Source: an optimization exercise on an open RTL-to-GDS flow (aim: small area). Production flows keep margins and buffers that such runs may drop.
Function was checked by simulation only, so behaviour that the tests miss may differ from the original.

==> design.v <==
module md_sad8(a, b, s, c);
  input [63:0] a;
  input [63:0] b;
  output [10:0] s;
  output [10:0] c;
  wire ns1 = a[0] ^ b[0];
  wire nc2 = a[0] & b[0];
  wire ns3 = a[1] ^ b[1] ^ nc2;
  wire nc4 = (a[1] & b[1]) | (a[1] & nc2) | (b[1] & nc2);
  wire ns5 = a[2] ^ b[2] ^ nc4;
  wire nc6 = (a[2] & b[2]) | (a[2] & nc4) | (b[2] & nc4);
  wire ns7 = a[3] ^ b[3] ^ nc6;
  wire nc8 = (a[3] & b[3]) | (a[3] & nc6) | (b[3] & nc6);
  wire ns9 = a[4] ^ b[4] ^ nc8;
  wire nc10 = (a[4] & b[4]) | (a[4] & nc8) | (b[4] & nc8);
  wire ns11 = a[5] ^ b[5] ^ nc10;
  wire nc12 = (a[5] & b[5]) | (a[5] & nc10) | (b[5] & nc10);
  wire ns13 = a[6] ^ b[6] ^ nc12;
  wire nc14 = (a[6] & b[6]) | (a[6] & nc12) | (b[6] & nc12);
  wire ns15 = a[7] ^ b[7] ^ nc14;
  wire nc16 = (a[7] & b[7]) | (a[7] & nc14) | (b[7] & nc14);
  wire nv17 = ns1 ^ ~nc16;
  wire nv18 = ns3 ^ ~nc16;
  wire nv19 = ns5 ^ ~nc16;
  wire nv20 = ns7 ^ ~nc16;
  wire nv21 = ns9 ^ ~nc16;
  wire nv22 = ns11 ^ ~nc16;
  wire nv23 = ns13 ^ ~nc16;
  wire nv24 = ns15 ^ ~nc16;
  wire ns25 = a[8] ^ b[8];
  wire nc26 = a[8] & b[8];
  wire ns27 = a[9] ^ b[9] ^ nc26;
  wire nc28 = (a[9] & b[9]) | (a[9] & nc26) | (b[9] & nc26);
  wire ns29 = a[10] ^ b[10] ^ nc28;
  wire nc30 = (a[10] & b[10]) | (a[10] & nc28) | (b[10] & nc28);
  wire ns31 = a[11] ^ b[11] ^ nc30;
  wire nc32 = (a[11] & b[11]) | (a[11] & nc30) | (b[11] & nc30);
  wire ns33 = a[12] ^ b[12] ^ nc32;
  wire nc34 = (a[12] & b[12]) | (a[12] & nc32) | (b[12] & nc32);
  wire ns35 = a[13] ^ b[13] ^ nc34;
  wire nc36 = (a[13] & b[13]) | (a[13] & nc34) | (b[13] & nc34);
  wire ns37 = a[14] ^ b[14] ^ nc36;
  wire nc38 = (a[14] & b[14]) | (a[14] & nc36) | (b[14] & nc36);
  wire ns39 = a[15] ^ b[15] ^ nc38;
  wire nc40 = (a[15] & b[15]) | (a[15] & nc38) | (b[15] & nc38);
  wire nv41 = ns25 ^ ~nc40;
  wire nv42 = ns27 ^ ~nc40;
  wire nv43 = ns29 ^ ~nc40;
  wire nv44 = ns31 ^ ~nc40;
  wire nv45 = ns33 ^ ~nc40;
  wire nv46 = ns35 ^ ~nc40;
  wire nv47 = ns37 ^ ~nc40;
  wire nv48 = ns39 ^ ~nc40;
  wire ns49 = a[16] ^ b[16];
  wire nc50 = a[16] & b[16];
  wire ns51 = a[17] ^ b[17] ^ nc50;
  wire nc52 = (a[17] & b[17]) | (a[17] & nc50) | (b[17] & nc50);
  wire ns53 = a[18] ^ b[18] ^ nc52;
  wire nc54 = (a[18] & b[18]) | (a[18] & nc52) | (b[18] & nc52);
  wire ns55 = a[19] ^ b[19] ^ nc54;
  wire nc56 = (a[19] & b[19]) | (a[19] & nc54) | (b[19] & nc54);
  wire ns57 = a[20] ^ b[20] ^ nc56;
  wire nc58 = (a[20] & b[20]) | (a[20] & nc56) | (b[20] & nc56);
  wire ns59 = a[21] ^ b[21] ^ nc58;
  wire nc60 = (a[21] & b[21]) | (a[21] & nc58) | (b[21] & nc58);
  wire ns61 = a[22] ^ b[22] ^ nc60;
  wire nc62 = (a[22] & b[22]) | (a[22] & nc60) | (b[22] & nc60);
  wire ns63 = a[23] ^ b[23] ^ nc62;
  wire nc64 = (a[23] & b[23]) | (a[23] & nc62) | (b[23] & nc62);
  wire nv65 = ns49 ^ ~nc64;
  wire nv66 = ns51 ^ ~nc64;
  wire nv67 = ns53 ^ ~nc64;
  wire nv68 = ns55 ^ ~nc64;
  wire nv69 = ns57 ^ ~nc64;
  wire nv70 = ns59 ^ ~nc64;
  wire nv71 = ns61 ^ ~nc64;
  wire nv72 = ns63 ^ ~nc64;
  wire ns73 = a[24] ^ b[24];
  wire nc74 = a[24] & b[24];
  wire ns75 = a[25] ^ b[25] ^ nc74;
  wire nc76 = (a[25] & b[25]) | (a[25] & nc74) | (b[25] & nc74);
  wire ns77 = a[26] ^ b[26] ^ nc76;
  wire nc78 = (a[26] & b[26]) | (a[26] & nc76) | (b[26] & nc76);
  wire ns79 = a[27] ^ b[27] ^ nc78;
  wire nc80 = (a[27] & b[27]) | (a[27] & nc78) | (b[27] & nc78);
  wire ns81 = a[28] ^ b[28] ^ nc80;
  wire nc82 = (a[28] & b[28]) | (a[28] & nc80) | (b[28] & nc80);
  wire ns83 = a[29] ^ b[29] ^ nc82;
  wire nc84 = (a[29] & b[29]) | (a[29] & nc82) | (b[29] & nc82);
  wire ns85 = a[30] ^ b[30] ^ nc84;
  wire nc86 = (a[30] & b[30]) | (a[30] & nc84) | (b[30] & nc84);
  wire ns87 = a[31] ^ b[31] ^ nc86;
  wire nc88 = (a[31] & b[31]) | (a[31] & nc86) | (b[31] & nc86);
  wire nv89 = ns73 ^ ~nc88;
  wire nv90 = ns75 ^ ~nc88;
  wire nv91 = ns77 ^ ~nc88;
  wire nv92 = ns79 ^ ~nc88;
  wire nv93 = ns81 ^ ~nc88;
  wire nv94 = ns83 ^ ~nc88;
  wire nv95 = ns85 ^ ~nc88;
  wire nv96 = ns87 ^ ~nc88;
  wire ns97 = a[32] ^ b[32];
  wire nc98 = a[32] & b[32];
  wire ns99 = a[33] ^ b[33] ^ nc98;
  wire nc100 = (a[33] & b[33]) | (a[33] & nc98) | (b[33] & nc98);
  wire ns101 = a[34] ^ b[34] ^ nc100;
  wire nc102 = (a[34] & b[34]) | (a[34] & nc100) | (b[34] & nc100);
  wire ns103 = a[35] ^ b[35] ^ nc102;
  wire nc104 = (a[35] & b[35]) | (a[35] & nc102) | (b[35] & nc102);
  wire ns105 = a[36] ^ b[36] ^ nc104;
  wire nc106 = (a[36] & b[36]) | (a[36] & nc104) | (b[36] & nc104);
  wire ns107 = a[37] ^ b[37] ^ nc106;
  wire nc108 = (a[37] & b[37]) | (a[37] & nc106) | (b[37] & nc106);
  wire ns109 = a[38] ^ b[38] ^ nc108;
  wire nc110 = (a[38] & b[38]) | (a[38] & nc108) | (b[38] & nc108);
  wire ns111 = a[39] ^ b[39] ^ nc110;
  wire nc112 = (a[39] & b[39]) | (a[39] & nc110) | (b[39] & nc110);
  wire nv113 = ns97 ^ ~nc112;
  wire nv114 = ns99 ^ ~nc112;
  wire nv115 = ns101 ^ ~nc112;
  wire nv116 = ns103 ^ ~nc112;
  wire nv117 = ns105 ^ ~nc112;
  wire nv118 = ns107 ^ ~nc112;
  wire nv119 = ns109 ^ ~nc112;
  wire nv120 = ns111 ^ ~nc112;
  wire ns121 = a[40] ^ b[40];
  wire nc122 = a[40] & b[40];
  wire ns123 = a[41] ^ b[41] ^ nc122;
  wire nc124 = (a[41] & b[41]) | (a[41] & nc122) | (b[41] & nc122);
  wire ns125 = a[42] ^ b[42] ^ nc124;
  wire nc126 = (a[42] & b[42]) | (a[42] & nc124) | (b[42] & nc124);
  wire ns127 = a[43] ^ b[43] ^ nc126;
  wire nc128 = (a[43] & b[43]) | (a[43] & nc126) | (b[43] & nc126);
  wire ns129 = a[44] ^ b[44] ^ nc128;
  wire nc130 = (a[44] & b[44]) | (a[44] & nc128) | (b[44] & nc128);
  wire ns131 = a[45] ^ b[45] ^ nc130;
  wire nc132 = (a[45] & b[45]) | (a[45] & nc130) | (b[45] & nc130);
  wire ns133 = a[46] ^ b[46] ^ nc132;
  wire nc134 = (a[46] & b[46]) | (a[46] & nc132) | (b[46] & nc132);
  wire ns135 = a[47] ^ b[47] ^ nc134;
  wire nc136 = (a[47] & b[47]) | (a[47] & nc134) | (b[47] & nc134);
  wire nv137 = ns121 ^ ~nc136;
  wire nv138 = ns123 ^ ~nc136;
  wire nv139 = ns125 ^ ~nc136;
  wire nv140 = ns127 ^ ~nc136;
  wire nv141 = ns129 ^ ~nc136;
  wire nv142 = ns131 ^ ~nc136;
  wire nv143 = ns133 ^ ~nc136;
  wire nv144 = ns135 ^ ~nc136;
  wire ns145 = a[48] ^ b[48];
  wire nc146 = a[48] & b[48];
  wire ns147 = a[49] ^ b[49] ^ nc146;
  wire nc148 = (a[49] & b[49]) | (a[49] & nc146) | (b[49] & nc146);
  wire ns149 = a[50] ^ b[50] ^ nc148;
  wire nc150 = (a[50] & b[50]) | (a[50] & nc148) | (b[50] & nc148);
  wire ns151 = a[51] ^ b[51] ^ nc150;
  wire nc152 = (a[51] & b[51]) | (a[51] & nc150) | (b[51] & nc150);
  wire ns153 = a[52] ^ b[52] ^ nc152;
  wire nc154 = (a[52] & b[52]) | (a[52] & nc152) | (b[52] & nc152);
  wire ns155 = a[53] ^ b[53] ^ nc154;
  wire nc156 = (a[53] & b[53]) | (a[53] & nc154) | (b[53] & nc154);
  wire ns157 = a[54] ^ b[54] ^ nc156;
  wire nc158 = (a[54] & b[54]) | (a[54] & nc156) | (b[54] & nc156);
  wire ns159 = a[55] ^ b[55] ^ nc158;
  wire nc160 = (a[55] & b[55]) | (a[55] & nc158) | (b[55] & nc158);
  wire nv161 = ns145 ^ ~nc160;
  wire nv162 = ns147 ^ ~nc160;
  wire nv163 = ns149 ^ ~nc160;
  wire nv164 = ns151 ^ ~nc160;
  wire nv165 = ns153 ^ ~nc160;
  wire nv166 = ns155 ^ ~nc160;
  wire nv167 = ns157 ^ ~nc160;
  wire nv168 = ns159 ^ ~nc160;
  wire ns169 = a[56] ^ b[56];
  wire nc170 = a[56] & b[56];
  wire ns171 = a[57] ^ b[57] ^ nc170;
  wire nc172 = (a[57] & b[57]) | (a[57] & nc170) | (b[57] & nc170);
  wire ns173 = a[58] ^ b[58] ^ nc172;
  wire nc174 = (a[58] & b[58]) | (a[58] & nc172) | (b[58] & nc172);
  wire ns175 = a[59] ^ b[59] ^ nc174;
  wire nc176 = (a[59] & b[59]) | (a[59] & nc174) | (b[59] & nc174);
  wire ns177 = a[60] ^ b[60] ^ nc176;
  wire nc178 = (a[60] & b[60]) | (a[60] & nc176) | (b[60] & nc176);
  wire ns179 = a[61] ^ b[61] ^ nc178;
  wire nc180 = (a[61] & b[61]) | (a[61] & nc178) | (b[61] & nc178);
  wire ns181 = a[62] ^ b[62] ^ nc180;
  wire nc182 = (a[62] & b[62]) | (a[62] & nc180) | (b[62] & nc180);
  wire ns183 = a[63] ^ b[63] ^ nc182;
  wire nc184 = (a[63] & b[63]) | (a[63] & nc182) | (b[63] & nc182);
  wire nv185 = ns169 ^ ~nc184;
  wire nv186 = ns171 ^ ~nc184;
  wire nv187 = ns173 ^ ~nc184;
  wire nv188 = ns175 ^ ~nc184;
  wire nv189 = ns177 ^ ~nc184;
  wire nv190 = ns179 ^ ~nc184;
  wire nv191 = ns181 ^ ~nc184;
  wire nv192 = ns183 ^ ~nc184;
  wire ns193 = nv17 ^ nc16 ^ nv41;
  wire nc194 = (nv17 & nc16) | (nv17 & nv41) | (nc16 & nv41);
  wire ns195 = nc40 ^ nv65 ^ nc64;
  wire nc196 = (nc40 & nv65) | (nc40 & nc64) | (nv65 & nc64);
  wire ns197 = nv89 ^ nc88 ^ nv113;
  wire nc198 = (nv89 & nc88) | (nv89 & nv113) | (nc88 & nv113);
  wire ns199 = nc112 ^ nv137 ^ nc136;
  wire nc200 = (nc112 & nv137) | (nc112 & nc136) | (nv137 & nc136);
  wire ns201 = nv161 ^ nc160 ^ nv185;
  wire nc202 = (nv161 & nc160) | (nv161 & nv185) | (nc160 & nv185);
  wire ns203 = nv18 ^ nv42 ^ nv66;
  wire nc204 = (nv18 & nv42) | (nv18 & nv66) | (nv42 & nv66);
  wire ns205 = nv90 ^ nv114 ^ nv138;
  wire nc206 = (nv90 & nv114) | (nv90 & nv138) | (nv114 & nv138);
  wire ns207 = nv19 ^ nv43 ^ nv67;
  wire nc208 = (nv19 & nv43) | (nv19 & nv67) | (nv43 & nv67);
  wire ns209 = nv91 ^ nv115 ^ nv139;
  wire nc210 = (nv91 & nv115) | (nv91 & nv139) | (nv115 & nv139);
  wire ns211 = nv20 ^ nv44 ^ nv68;
  wire nc212 = (nv20 & nv44) | (nv20 & nv68) | (nv44 & nv68);
  wire ns213 = nv92 ^ nv116 ^ nv140;
  wire nc214 = (nv92 & nv116) | (nv92 & nv140) | (nv116 & nv140);
  wire ns215 = nv21 ^ nv45 ^ nv69;
  wire nc216 = (nv21 & nv45) | (nv21 & nv69) | (nv45 & nv69);
  wire ns217 = nv93 ^ nv117 ^ nv141;
  wire nc218 = (nv93 & nv117) | (nv93 & nv141) | (nv117 & nv141);
  wire ns219 = nv22 ^ nv46 ^ nv70;
  wire nc220 = (nv22 & nv46) | (nv22 & nv70) | (nv46 & nv70);
  wire ns221 = nv94 ^ nv118 ^ nv142;
  wire nc222 = (nv94 & nv118) | (nv94 & nv142) | (nv118 & nv142);
  wire ns223 = nv23 ^ nv47 ^ nv71;
  wire nc224 = (nv23 & nv47) | (nv23 & nv71) | (nv47 & nv71);
  wire ns225 = nv95 ^ nv119 ^ nv143;
  wire nc226 = (nv95 & nv119) | (nv95 & nv143) | (nv119 & nv143);
  wire ns227 = nv24 ^ nv48 ^ nv72;
  wire nc228 = (nv24 & nv48) | (nv24 & nv72) | (nv48 & nv72);
  wire ns229 = nv96 ^ nv120 ^ nv144;
  wire nc230 = (nv96 & nv120) | (nv96 & nv144) | (nv120 & nv144);
  wire ns231 = ns193 ^ ns195 ^ ns197;
  wire nc232 = (ns193 & ns195) | (ns193 & ns197) | (ns195 & ns197);
  wire ns233 = ns199 ^ ns201 ^ nc184;
  wire nc234 = (ns199 & ns201) | (ns199 & nc184) | (ns201 & nc184);
  wire ns235 = nc194 ^ nc196 ^ nc198;
  wire nc236 = (nc194 & nc196) | (nc194 & nc198) | (nc196 & nc198);
  wire ns237 = nc200 ^ nc202 ^ ns203;
  wire nc238 = (nc200 & nc202) | (nc200 & ns203) | (nc202 & ns203);
  wire ns239 = ns205 ^ nv162 ^ nv186;
  wire nc240 = (ns205 & nv162) | (ns205 & nv186) | (nv162 & nv186);
  wire ns241 = nc204 ^ nc206 ^ ns207;
  wire nc242 = (nc204 & nc206) | (nc204 & ns207) | (nc206 & ns207);
  wire ns243 = ns209 ^ nv163 ^ nv187;
  wire nc244 = (ns209 & nv163) | (ns209 & nv187) | (nv163 & nv187);
  wire ns245 = nc208 ^ nc210 ^ ns211;
  wire nc246 = (nc208 & nc210) | (nc208 & ns211) | (nc210 & ns211);
  wire ns247 = ns213 ^ nv164 ^ nv188;
  wire nc248 = (ns213 & nv164) | (ns213 & nv188) | (nv164 & nv188);
  wire ns249 = nc212 ^ nc214 ^ ns215;
  wire nc250 = (nc212 & nc214) | (nc212 & ns215) | (nc214 & ns215);
  wire ns251 = ns217 ^ nv165 ^ nv189;
  wire nc252 = (ns217 & nv165) | (ns217 & nv189) | (nv165 & nv189);
  wire ns253 = nc216 ^ nc218 ^ ns219;
  wire nc254 = (nc216 & nc218) | (nc216 & ns219) | (nc218 & ns219);
  wire ns255 = ns221 ^ nv166 ^ nv190;
  wire nc256 = (ns221 & nv166) | (ns221 & nv190) | (nv166 & nv190);
  wire ns257 = nc220 ^ nc222 ^ ns223;
  wire nc258 = (nc220 & nc222) | (nc220 & ns223) | (nc222 & ns223);
  wire ns259 = ns225 ^ nv167 ^ nv191;
  wire nc260 = (ns225 & nv167) | (ns225 & nv191) | (nv167 & nv191);
  wire ns261 = nc224 ^ nc226 ^ ns227;
  wire nc262 = (nc224 & nc226) | (nc224 & ns227) | (nc226 & ns227);
  wire ns263 = ns229 ^ nv168 ^ nv192;
  wire nc264 = (ns229 & nv168) | (ns229 & nv192) | (nv168 & nv192);
  wire ns265 = nc232 ^ nc234 ^ ns235;
  wire nc266 = (nc232 & nc234) | (nc232 & ns235) | (nc234 & ns235);
  wire ns267 = nc236 ^ nc238 ^ nc240;
  wire nc268 = (nc236 & nc238) | (nc236 & nc240) | (nc238 & nc240);
  wire ns269 = nc242 ^ nc244 ^ ns245;
  wire nc270 = (nc242 & nc244) | (nc242 & ns245) | (nc244 & ns245);
  wire ns271 = nc246 ^ nc248 ^ ns249;
  wire nc272 = (nc246 & nc248) | (nc246 & ns249) | (nc248 & ns249);
  wire ns273 = nc250 ^ nc252 ^ ns253;
  wire nc274 = (nc250 & nc252) | (nc250 & ns253) | (nc252 & ns253);
  wire ns275 = nc254 ^ nc256 ^ ns257;
  wire nc276 = (nc254 & nc256) | (nc254 & ns257) | (nc256 & ns257);
  wire ns277 = nc258 ^ nc260 ^ ns261;
  wire nc278 = (nc258 & nc260) | (nc258 & ns261) | (nc260 & ns261);
  wire ns279 = nc262 ^ nc264 ^ nc228;
  wire nc280 = (nc262 & nc264) | (nc262 & nc228) | (nc264 & nc228);
  wire ns281 = ns265 ^ ns237 ^ ns239;
  wire nc282 = (ns265 & ns237) | (ns265 & ns239) | (ns237 & ns239);
  wire ns283 = nc266 ^ ns267 ^ ns241;
  wire nc284 = (nc266 & ns267) | (nc266 & ns241) | (ns267 & ns241);
  wire ns285 = nc268 ^ ns269 ^ ns247;
  wire nc286 = (nc268 & ns269) | (nc268 & ns247) | (ns269 & ns247);
  wire ns287 = nc270 ^ ns271 ^ ns251;
  wire nc288 = (nc270 & ns271) | (nc270 & ns251) | (ns271 & ns251);
  wire ns289 = nc272 ^ ns273 ^ ns255;
  wire nc290 = (nc272 & ns273) | (nc272 & ns255) | (ns273 & ns255);
  wire ns291 = nc274 ^ ns275 ^ ns259;
  wire nc292 = (nc274 & ns275) | (nc274 & ns259) | (ns275 & ns259);
  wire ns293 = nc276 ^ ns277 ^ ns263;
  wire nc294 = (nc276 & ns277) | (nc276 & ns263) | (ns277 & ns263);
  wire ns295 = nc278 ^ ns279 ^ nc230;
  wire nc296 = (nc278 & ns279) | (nc278 & nc230) | (ns279 & nc230);
  wire ns297 = nc282 ^ ns283 ^ ns243;
  wire nc298 = (nc282 & ns283) | (nc282 & ns243) | (ns283 & ns243);
  wire ns299 = nc298 ^ nc284 ^ ns285;
  wire nc300 = (nc298 & nc284) | (nc298 & ns285) | (nc284 & ns285);
  wire ns301 = nc300 ^ nc286 ^ ns287;
  wire nc302 = (nc300 & nc286) | (nc300 & ns287) | (nc286 & ns287);
  wire ns303 = nc302 ^ nc288 ^ ns289;
  wire nc304 = (nc302 & nc288) | (nc302 & ns289) | (nc288 & ns289);
  wire ns305 = nc304 ^ nc290 ^ ns291;
  wire nc306 = (nc304 & nc290) | (nc304 & ns291) | (nc290 & ns291);
  wire ns307 = nc306 ^ nc292 ^ ns293;
  wire nc308 = (nc306 & nc292) | (nc306 & ns293) | (nc292 & ns293);
  wire ns309 = nc308 ^ nc294 ^ ns295;
  wire nc310 = (nc308 & nc294) | (nc308 & ns295) | (nc294 & ns295);
  wire ns311 = nc310 ^ nc296 ^ nc280;
  wire nc312 = (nc310 & nc296) | (nc310 & nc280) | (nc296 & nc280);
  assign s = {nc312,ns311,ns309,ns307,ns305,ns303,ns301,ns299,ns297,ns281,ns231};
  assign c = {1'b0,1'b0,1'b0,1'b0,1'b0,1'b0,1'b0,1'b0,1'b0,1'b0,ns233};
endmodule
module md_acc(a, x, z, y);
  input [15:0] a;
  input [10:0] x;
  input [10:0] z;
  output [15:0] y;
  wire ms1 = a[0] ^ x[0] ^ z[0];
  wire mc2 = (a[0] & x[0]) | (a[0] & z[0]) | (x[0] & z[0]);
  wire ms3 = a[1] ^ x[1] ^ z[1];
  wire mc4 = (a[1] & x[1]) | (a[1] & z[1]) | (x[1] & z[1]);
  wire ms5 = a[2] ^ x[2] ^ z[2];
  wire mc6 = (a[2] & x[2]) | (a[2] & z[2]) | (x[2] & z[2]);
  wire ms7 = a[3] ^ x[3] ^ z[3];
  wire mc8 = (a[3] & x[3]) | (a[3] & z[3]) | (x[3] & z[3]);
  wire ms9 = a[4] ^ x[4] ^ z[4];
  wire mc10 = (a[4] & x[4]) | (a[4] & z[4]) | (x[4] & z[4]);
  wire ms11 = a[5] ^ x[5] ^ z[5];
  wire mc12 = (a[5] & x[5]) | (a[5] & z[5]) | (x[5] & z[5]);
  wire ms13 = a[6] ^ x[6] ^ z[6];
  wire mc14 = (a[6] & x[6]) | (a[6] & z[6]) | (x[6] & z[6]);
  wire ms15 = a[7] ^ x[7] ^ z[7];
  wire mc16 = (a[7] & x[7]) | (a[7] & z[7]) | (x[7] & z[7]);
  wire ms17 = a[8] ^ x[8] ^ z[8];
  wire mc18 = (a[8] & x[8]) | (a[8] & z[8]) | (x[8] & z[8]);
  wire ms19 = a[9] ^ x[9] ^ z[9];
  wire mc20 = (a[9] & x[9]) | (a[9] & z[9]) | (x[9] & z[9]);
  wire ms21 = a[10] ^ x[10] ^ z[10];
  wire mc22 = (a[10] & x[10]) | (a[10] & z[10]) | (x[10] & z[10]);
  wire ms23 = mc2 ^ ms3;
  wire mc24 = mc2 & ms3;
  wire ms25 = mc4 ^ ms5 ^ mc24;
  wire mc26 = (mc4 & ms5) | (mc4 & mc24) | (ms5 & mc24);
  wire ms27 = mc6 ^ ms7 ^ mc26;
  wire mc28 = (mc6 & ms7) | (mc6 & mc26) | (ms7 & mc26);
  wire ms29 = mc8 ^ ms9 ^ mc28;
  wire mc30 = (mc8 & ms9) | (mc8 & mc28) | (ms9 & mc28);
  wire ms31 = mc10 ^ ms11 ^ mc30;
  wire mc32 = (mc10 & ms11) | (mc10 & mc30) | (ms11 & mc30);
  wire ms33 = mc12 ^ ms13 ^ mc32;
  wire mc34 = (mc12 & ms13) | (mc12 & mc32) | (ms13 & mc32);
  wire ms35 = mc14 ^ ms15 ^ mc34;
  wire mc36 = (mc14 & ms15) | (mc14 & mc34) | (ms15 & mc34);
  wire ms37 = mc16 ^ ms17 ^ mc36;
  wire mc38 = (mc16 & ms17) | (mc16 & mc36) | (ms17 & mc36);
  wire ms39 = mc18 ^ ms19 ^ mc38;
  wire mc40 = (mc18 & ms19) | (mc18 & mc38) | (ms19 & mc38);
  wire ms41 = mc20 ^ ms21 ^ mc40;
  wire mc42 = (mc20 & ms21) | (mc20 & mc40) | (ms21 & mc40);
  wire ms43 = mc22 ^ a[11] ^ mc42;
  wire mc44 = (mc22 & a[11]) | (mc22 & mc42) | (a[11] & mc42);
  wire ms45 = a[12] ^ mc44;
  wire mc46 = a[12] & mc44;
  wire ms47 = a[13] ^ mc46;
  wire mc48 = a[13] & mc46;
  wire ms49 = a[14] ^ mc48;
  wire mc50 = a[14] & mc48;
  wire ms51 = a[15] ^ mc50;
  wire mc52 = a[15] & mc50;
  assign y = {ms51,ms49,ms47,ms45,ms43,ms41,ms39,ms37,ms35,ms33,ms31,ms29,ms27,ms25,ms23,ms1};
endmodule
module MotionDetection(clk, ena, rst, din1, din2, dout, state, count,
                       sr_we, sr_addr, sr_wdata, sr_rdata,
                       cr_we, cr_addr, cr_wdata, cr_rdata);
input [31:0] din1, din2;
input clk, ena, rst;
input [3:0] state;
output [31:0] dout;
input [8:0] count;
output [11:0]  sr_we;
output [83:0]  sr_addr;
output [383:0] sr_wdata;
input  [383:0] sr_rdata;
output [3:0]   cr_we;
output [27:0]  cr_addr;
output [127:0] cr_wdata;
input  [127:0] cr_rdata;
reg        page;           
reg  [5:0] cx, cy;         
reg  [5:0] bestx, besty;
reg [15:0] bestsad;
reg [15:0] acc0, acc1, acc2;
reg [10:0] ps0, pc0, ps1, pc1, ps2, pc2;    
reg  [5:0] mvx, mvy;
assign dout = {10'b0, mvx, 10'b0, mvy};
genvar t;
integer i;
wire ld_c  = (count >= 9'd48)  && (count < 9'd112);
wire ld_01 = (count >= 9'd160) && (count < 9'd224);
wire ld_11 = (count >= 9'd272) && (count < 9'd336);
wire ld_12 = (count >= 9'd384) && (count < 9'd448);
wire ld_21 = (count >= 9'd448);
wire [3:0] lr = count[5:2] + (ld_c ? 4'd4 : ld_01 ? 4'd8 : ld_11 ? 4'd12 : 4'd0);
wire [1:0] lk = count[1:0];
wire tx0 = ld_c  | ld_11 | ld_12;
wire tx1 = ld_01 | ld_11 | ld_21;
wire tx2 = ld_01 | ld_12 | ld_21;
wire [1:0] ty0 = ld_c  ? 2'd0 : ld_11 ? 2'd1 : 2'd2;
wire [1:0] ty1 = ld_01 ? 2'd0 : ld_11 ? 2'd1 : 2'd2;
wire [1:0] ty2 = ld_01 ? 2'd0 : ld_12 ? 2'd1 : 2'd2;
wire [31:0] wd2   = ld_12 ? din1 : din2;        
wire [31:0] bus01 = lk[1] ? din1 : din2;
wire [31:0] bus23 = lk[1] ? din2 : wd2;
wire [31:0] bus45 = lk[1] ? wd2  : din1;
reg  [5:0] lwe;
reg  [6:0] laddr [0:5];
always @* begin
  for (i = 0; i < 6; i = i + 1) begin
    lwe[i] = 1'b0;
    laddr[i] = 7'd0;
  end
  lwe[0] = (tx0 & lk == 2'd0) | (tx1 & lk == 2'd2);
  laddr[0] = lk[1] ? {1'b1, ty1, lr} : {1'b0, ty0, lr};
  lwe[1] = (tx0 & lk == 2'd1) | (tx1 & lk == 2'd3);
  laddr[1] = lk[1] ? {1'b1, ty1, lr} : {1'b0, ty0, lr};
  lwe[2] = (tx0 & lk == 2'd2) | (tx2 & lk == 2'd0);
  laddr[2] = lk[1] ? {1'b0, ty0, lr} : {1'b1, ty2, lr};
  lwe[3] = (tx0 & lk == 2'd3) | (tx2 & lk == 2'd1);
  laddr[3] = lk[1] ? {1'b0, ty0, lr} : {1'b1, ty2, lr};
  lwe[4] = (tx1 & lk == 2'd0) | (tx2 & lk == 2'd2);
  laddr[4] = lk[1] ? {1'b1, ty2, lr} : {1'b0, ty1, lr};
  lwe[5] = (tx1 & lk == 2'd1) | (tx2 & lk == 2'd3);
  laddr[5] = lk[1] ? {1'b1, ty2, lr} : {1'b0, ty1, lr};
end
wire [1:0] step = count[8:7];
wire [6:0] n = count[6:0];
wire st0 = (step == 2'd0), st1 = (step == 2'd1), st2 = (step == 2'd2), st3 = (step == 2'd3);
wire [5:0] s = {2'b0, st0, st1, st2, st3};
wire [5:0] xl = cx - s;
wire [5:0] xr = cx + s;
function [2:0] gsel;    
  input [6:0] v;
  gsel = {(v >= 7'd80) && (v < 7'd112), (v >= 7'd40) && (v < 7'd72), v < 7'd32};
endfunction
wire [2:0] ga = gsel(n);
wire       act = |ga;
wire [4:0] la = ga[2] ? n - 7'd80 : ga[1] ? n - 7'd40 : n;
wire [3:0] rr = la[4:1];
wire       rh = la[0];
wire [5:0] ry = cy + (ga[0] ? -s : ga[1] ? 6'd0 : s) + {2'b0, rr};
wire [5:0] xb = xl + {1'b0, rh, 3'b0};        
wire [3:0] q0 = xb[5:2];
wire       cv = xl[2];
generate
for (t = 0; t < 12; t = t + 1) begin : sr
  localparam M = t % 6;
  wire ldset = (t < 6) ? ~page : page;       
  assign sr_we[t] = ena & ldset & lwe[M];
  assign sr_addr[7*t+6:7*t] = ldset ? laddr[M] : {(q0 > M), ry};
  assign sr_wdata[32*t+31:32*t] = (M < 2) ? bus01 : (M < 4) ? bus23 : bus45;
end
for (t = 0; t < 4; t = t + 1) begin : cr
  localparam E = t % 2;
  wire ldset = (t < 2) ? ~page : page;
  assign cr_we[t] = ena & ldset & ld_c;
  assign cr_addr[7*t+6:7*t] = ldset ? {1'b0, lk[0] ^ E[0], lr, lk[1]} : {1'b0, cv, rr, rh};
  assign cr_wdata[32*t+31:32*t] = ~din1;
end
endgenerate
wire [31:0] wset [0:5];
wire [31:0] cset [0:1];
generate
for (t = 0; t < 6; t = t + 1) begin : ws
  assign wset[t] = page ? sr_rdata[32*t+31:32*t] : sr_rdata[32*(t+6)+31:32*(t+6)];
end
for (t = 0; t < 2; t = t + 1) begin : cs
  assign cset[t] = page ? cr_rdata[32*t+31:32*t] : cr_rdata[32*(t+2)+31:32*(t+2)];
end
endgenerate
function [7:0] wbyte; input [2:0] m; input [1:0] b;
  reg [31:0] w;
  begin w = wset[m]; wbyte = w[31-8*b -: 8]; end
endfunction
wire       h1 = ~count[0];                  
wire [1:0] dd = xl[1:0];
wire [3:0] rl = {st3 & dd[1], st3 & ~dd[1], st2, st0 | st1};          
wire [2:0] rc = {st1 | st2 | (st3 & dd[1]), st3 & ~dd[1], st0};        
wire [3:0] rq = {st3 & dd[1], st3 & ~dd[1], st2, st0 | st1};          
wire [7:0] cl8 [0:7];
generate
for (t = 0; t < 8; t = t + 1) begin : cl
  wire [31:0] cw = cset[t/4];
  assign cl8[t] = cw[31-8*(t%4) -: 8];
end
endgenerate
wire [63:0] wa0, wa1, wa2, cb0, cb1, cb2;
wire [5:0] base0 = xl + {1'b0, h1, 3'b0};
wire [5:0] base1 = cx + {1'b0, h1, 3'b0};
wire [5:0] base2 = xr + {1'b0, h1, 3'b0};
generate
for (t = 0; t < 8; t = t + 1) begin : lane
  wire [2:0] k0 = base0[5:3] + (t < base0[2:0] ? 3'd1 : 3'd0);
  wire [2:0] k1 = base1[5:3] + (t < base1[2:0] ? 3'd1 : 3'd0);
  wire [2:0] k2 = base2[5:3] + (t < base2[2:0] ? 3'd1 : 3'd0);
  wire [2:0] o0 = {k0 == 3'd2 || k0 == 3'd5, k0 == 3'd1 || k0 == 3'd4, k0 == 3'd0 || k0 == 3'd3};
  wire [2:0] o1 = {k1 == 3'd2 || k1 == 3'd5, k1 == 3'd1 || k1 == 3'd4, k1 == 3'd0 || k1 == 3'd3};
  wire [2:0] o2 = {k2 == 3'd2 || k2 == 3'd5, k2 == 3'd1 || k2 == 3'd4, k2 == 3'd0 || k2 == 3'd3};
  localparam G = t / 4, B = t % 4;
  wire [7:0] wb0 = wset[G][31-8*B -: 8];
  wire [7:0] wb1 = wset[G+2][31-8*B -: 8];
  wire [7:0] wb2 = wset[G+4][31-8*B -: 8];
  assign wa0[8*t+7:8*t] = ({8{o0[0]}} & wb0) | ({8{o0[1]}} & wb1) | ({8{o0[2]}} & wb2);
  assign wa1[8*t+7:8*t] = ({8{o1[0]}} & wb0) | ({8{o1[1]}} & wb1) | ({8{o1[2]}} & wb2);
  assign wa2[8*t+7:8*t] = ({8{o2[0]}} & wb0) | ({8{o2[1]}} & wb1) | ({8{o2[2]}} & wb2);
  assign cb0[8*t+7:8*t] = ({8{rl[0]}} & cl8[t]) | ({8{rl[1]}} & cl8[(t+6)%8]) |
                          ({8{rl[2]}} & cl8[(t+7)%8]) | ({8{rl[3]}} & cl8[(t+5)%8]);
  assign cb1[8*t+7:8*t] = ({8{rc[0]}} & cl8[t]) | ({8{rc[1]}} & cl8[(t+6)%8]) |
                          ({8{rc[2]}} & cl8[(t+4)%8]);
  assign cb2[8*t+7:8*t] = ({8{rq[0]}} & cl8[t]) | ({8{rq[1]}} & cl8[(t+2)%8]) |
                          ({8{rq[2]}} & cl8[(t+5)%8]) | ({8{rq[3]}} & cl8[(t+3)%8]);
end
endgenerate
wire [10:0] s0, c0, s1, c1, s2, c2;
md_sad8 u0 (.a(wa0), .b(cb0), .s(s0), .c(c0));
md_sad8 u1 (.a(wa1), .b(cb1), .s(s1), .c(c1));
md_sad8 u2 (.a(wa2), .b(cb2), .s(s2), .c(c2));
always @(posedge clk) begin
  ps0 <= s0; pc0 <= c0;
  ps1 <= s1; pc1 <= c1;
  ps2 <= s2; pc2 <= c2;
end
wire [6:0] n2 = count[6:0] - 7'd2;           
wire [2:0] g2 = gsel(n2);
wire       act2 = |g2;
wire       first2 = (n2 == 7'd0) || (n2 == 7'd40) || (n2 == 7'd80);
wire [15:0] a0, a1, a2;
md_acc v0 (.a(first2 ? 16'd0 : acc0), .x(ps0), .z(pc0), .y(a0));
md_acc v1 (.a(first2 ? 16'd0 : acc1), .x(ps1), .z(pc1), .y(a1));
md_acc v2 (.a(first2 ? 16'd0 : acc2), .x(ps2), .z(pc2), .y(a2));
always @(posedge clk) begin
  if (ena & act2) begin
    acc0 <= a0;
    acc1 <= a1;
    acc2 <= a2;
  end
end
wire [6:0] nc = count[6:0] - 7'd34;
wire [2:0] gc = gsel(nc);
wire [6:0] lc = gc[2] ? nc - 7'd80 : gc[1] ? nc - 7'd40 : nc;
wire       cmp = (|gc) && (lc < 7'd3);
wire [1:0] cu = lc[1:0];
wire [15:0] cand = (cu == 2'd0) ? acc0 : (cu == 2'd1) ? acc1 : acc2;
wire [15:0] bref = (nc == 7'd0) ? 16'hffff : bestsad;
wire        lt = cand < bref;
wire [5:0]  cxu = (cu == 2'd0) ? xl : (cu == 2'd1) ? cx : xr;
wire [5:0]  cyg = cy + (gc[0] ? -s : gc[1] ? 6'd0 : s);
always @(posedge clk) begin
  if (ena) begin
    if (cmp & lt) begin
      bestsad <= cand;
      bestx <= cxu;
      besty <= cyg;
    end
    if (n == 7'd127) begin
      cx <= st3 ? 6'd16 : bestx;
      cy <= st3 ? 6'd16 : besty;
    end
    if (count == 9'd507) begin
      mvx <= bestx;
      mvy <= besty;
    end
  end
end
always @(posedge clk or negedge rst) begin
  if (~rst)
    page <= 1'b0;
  else if (ena && count == 9'd511)
    page <= ~page;
end
endmodule
==> run.sh <==
#!/bin/bash
# synth_recipe.tcl (not shown) runs the flow's synth.tcl, then flattens the netlist and writes it again
# the make line also repeats each setting of config.mk as NAME=value (left out here)
make -C /OpenROAD-flow-scripts/flow DESIGN_CONFIG=/design/flow/config.mk WORK_HOME=/design/flow/orfs CLKGATE_MAP_FILE= SYNTH_SCRIPT=/design/flow/synth_recipe.tcl finish
==> config.mk <==
export PLATFORM = sky130hd
export DESIGN_NAME = MotionDetection
export DESIGN_NICKNAME = MotionDetection
export VERILOG_FILES = /design/flow/design.v
export SDC_FILE = /design/flow/constraint.sdc
export NUM_CORES = 8
export LEC_CHECK = 0
export CAP_MARGIN = 20
export CORE_MARGIN = 2
export CORE_UTILIZATION = 40
export SLEW_MARGIN = 20
==> constraint.sdc <==
create_clock -name core_clock -period 10.0 [get_ports {clk}]
set_input_delay 2.0000 -clock core_clock [delete_from_list [all_inputs] [get_ports {clk}]]
set_output_delay 2.0000 -clock core_clock [all_outputs]
set_load 0.01 [all_outputs]
==> run notes <==
## kinds of logic after synthesis
group                    after synthesis
AND/OR/NAND/NOR                     1180
adder cells (fa/ha/maj)              539
XOR/XNOR                             267
multiplexers                         571
flip-flops                           137
buffers and inverters               1170
AO/OA/AOI/OAI                       1105
other                                  1
==> run notes <==
The Yosys step of the flow raised 2 warnings. The run stopped with a tool error. sky130_fd_sc_hd__buf_4 is the most common cell in the netlist.

The post-synthesis adder-cell area fraction came out at approximately a quarter. The die outline width is 321 um. The area share of the largest cell type after synthesis came out at ~19%.

The gate count after technology mapping came out at roughly 5000. In the synthesized netlist, mux cells make up between 10% and 20% of the area. In the synthesized netlist, the cells that appear most often are sky130_fd_sc_hd__buf_4 (479), sky130_fd_sc_hd__nand2_1 (418), sky130_fd_sc_hd__nor2_1 (409). The fraction of the mapped netlist area in simple logic gates is 12.8%.

The height of the die came out at approximately 320 um. The netlist area before placement is 0.0403 mm^2. The synthesized design spends more area on one cell type than any other, namely sky130_fd_sc_hd__fa_1.

By area, the combinational part of the netlist is dominated by adder cells. The failing step is 3_2_place_iop. For this run, asynchronously set or reset flops after synthesis account for less than 1%. Synthesis instantiated between 70 and 80 different standard cells from the library. The xor/xnor cell area share of the yosys netlist came out at under 10%. The most common flop cell mapped by yosys is sky130_fd_sc_hd__edfxtp_1.

The cell row count is approximately 120. The initial core utilization is roughly two fifths. The register bit count reported by yosys came out at 137. The part of the Yosys area used for sequential elements is 9.31%. Ranked by total cell area, the synthesized netlist is headed by sky130_fd_sc_hd__fa_1 (19%), sky130_fd_sc_hd__mux2_2 (9.9%), sky130_fd_sc_hd__buf_4 (8.9%). The first error in the log reads "[ERROR PPL-0024] Number of IO pins (1264) exceeds maximum number of available positions (1158). Increase the die perimeter from 1285.02um to 1719.04um".

The post-synthesis average cell area came out at a little over 8 um^2. In this run, synthesis inferred 100 flip-flops with an integrated enable. The synthesized netlist devotes roughly 17% of its cell area to compound gates.
